Background: an optimization exercise with open tools, aiming at small area, a short achievable clock period and few clock cycles per item. Do not read the settings as production practice.
The RTL was checked by simulation tests, not by an equivalence proof against the original design.

## v15
Design gcd, start of the top module:
module gcd( input [31:0] a_in,
            input [31:0] b_in,
            input start,
            input reset_n,
            input clk,
            output [31:0] result,
            output done);
==> flow/config.mk <==
export PLATFORM = sky130hd
export DESIGN_NAME = gcd
export DESIGN_NICKNAME = gcd
export VERILOG_FILES = /design/flow/design.v
export SDC_FILE = /design/flow/constraint.sdc
export NUM_CORES = 4
export LEC_CHECK = 0
export CAP_MARGIN = 20
export CORE_MARGIN = 2
export CORE_UTILIZATION = 40
export PLACE_DENSITY = 0.6
export SETUP_SLACK_MARGIN = 0.6
export SLEW_MARGIN = 20
==> flow/constraint.sdc <==
create_clock -name core_clock -period 4.0 [get_ports {clk}]
set_input_delay 0.8000 -clock core_clock [delete_from_list [all_inputs] [get_ports {clk}]]
set_output_delay 0.8000 -clock core_clock [all_outputs]
set_load 0.01 [all_outputs]
standard.sh (not shown) runs the stock make flow with config.mk's settings and CLKGATE_MAP_FILE= SYNTH_SCRIPT=/design/flow/synth_recipe.tcl, a recipe that flattens the netlist after the stock synthesis.
==> flow/flow/run.sh <==
#!/bin/bash
# Standard ORFS layout, with the port buffers made of the smallest buffer
# cell and a clock tree of one level of large buffers without dummy loads.
set -euo pipefail
export BUFFER_PORTS_ARGS="-buffer_cell sky130_fd_sc_hd__buf_1"
export CTS_ARGS="-sink_clustering_enable -repair_clock_nets -dont_use_dummy_load -sink_clustering_size 80 -sink_clustering_max_diameter 400 -buf_list sky130_fd_sc_hd__clkbuf_16"
bash standard.sh > standard_flow.log 2>&1
v15 went all the way through the flow, and no timing, DRC or antenna check failed.
Testbench counts of v15, summed over its fixed seeds: cycles 53,893, items 2,400.
Modified inputs, v46 compared to v15
Settings: an added GPL_TIMING_DRIVEN of 0.
==> flow/flow/run.sh <==
#!/bin/bash
# Standard ORFS layout, with the port buffers made of the smallest buffer cell.
set -euo pipefail
export BUFFER_PORTS_ARGS="-buffer_cell sky130_fd_sc_hd__buf_1"
bash standard.sh > standard_flow.log 2>&1
==> run summary <==
v46 | stages: all done | timing, DRC, antenna: all pass. Relative to v15, utilization has increased by 2.6 points in v46. Looking at number of global-route vias before repair, v46 sits about 3.2% higher than v15 does. From v15 to v46 the numbers moved as follows: via count of the routed design up 428, total length of routed wires picked up an extra 13%.
diff inputs: v46 => v36
Settings: a change of SETUP_SLACK_MARGIN from 0.6 to 0.8; a deleted GPL_TIMING_DRIVEN that had been 0.
[summary]
- Comparing v36 and v46, the lower detailed placer's ending HPWL was measured on v36.
- v46 has lower share of final layout cell area taken by non-clock buffers than v36.
- v36 ends up with higher final cell area excluding filler cells than v46 does.
- v36 vs. v46: final period demand of the worst path now smaller, number of fillers in the final layout comparable, average wire length per cell after detail routing now smaller.
- The cell with the largest stage delay on the worst path comes out edfxtp_1 in one run and or4_4 in the other, namely in v46 and v36 respectively.
Edits applied to the flow inputs when going from v36 to v49:
Settings: SETUP_SLACK_MARGIN changed from 0.8 to 0.6; ABC_AREA newly set to 1.
-- flow/flow/run.sh --
<<< v36, line 2
# Standard ORFS layout, with the port buffers made of the smallest buffer cell.
>>> v49, line 2
# Standard ORFS layout, with the port buffers made of the smallest buffer
# cell and a clock tree of one level of large buffers without dummy loads.
<<< v36, line 5
>>> v49, line 6
export CTS_ARGS="-sink_clustering_enable -repair_clock_nets -dont_use_dummy_load -sink_clustering_size 80 -sink_clustering_max_diameter 400 -buf_list sky130_fd_sc_hd__clkbuf_16"
## What came out
Shortest period the worst path allows came out higher on v49 than on v36.
Worst setup slack for v49: 0.013 ns down relative to v36
Delta (v49 minus v36): post-synthesis cell type count lower, non-clock buffer count moved down, final critical-path share of the clock period saw an increase, growth of design area from synthesis to finish decreased 14 points, global-route usage over all layers dropped 1.7 points.

## static timing again, ports no longer ideal
How much do the figures lean on ideal ports? The routed layouts below were timed once more, with nothing changed but the port constraints.
Step 1 assumes that a clkbuf_16 drives the clock port and a buf_2 every other input.
Step 2, shift: input delay + t, output delay - t, t = (earliest + latest rising clock arrival at the registers) / 2. This alone moves slack from input paths to output paths.
a / b / c = ideal / step 1 / step 2; a / b = the first two.
run | t, ns | setup slack, ns | worst hold slack (ns) | slew at the worst register clock pin (ns)
v15 | 0.390 | 0.669 / 0.627 / 0.728 | 0.196 / 0.178 / 0.533 | 0.06 / 0.06
v46 | 0.399 | 0.616 / 0.572 / 0.437 | 0.195 / 0.176 / 0.526 | 0.06 / 0.06
v36 | 0.391 | 0.791 / 0.747 / 0.833 | 0.196 / 0.178 / 0.526 | 0.06 / 0.06
v49 | 0.387 | 0.778 / 0.734 / 0.924 | 0.199 / 0.177 / 0.470 | 0.06 / 0.06
After both steps every run listed still meets setup and hold. The setup slack of v46, which loses most, moves by -0.044 ns with the drivers and by -0.179 ns with both steps.
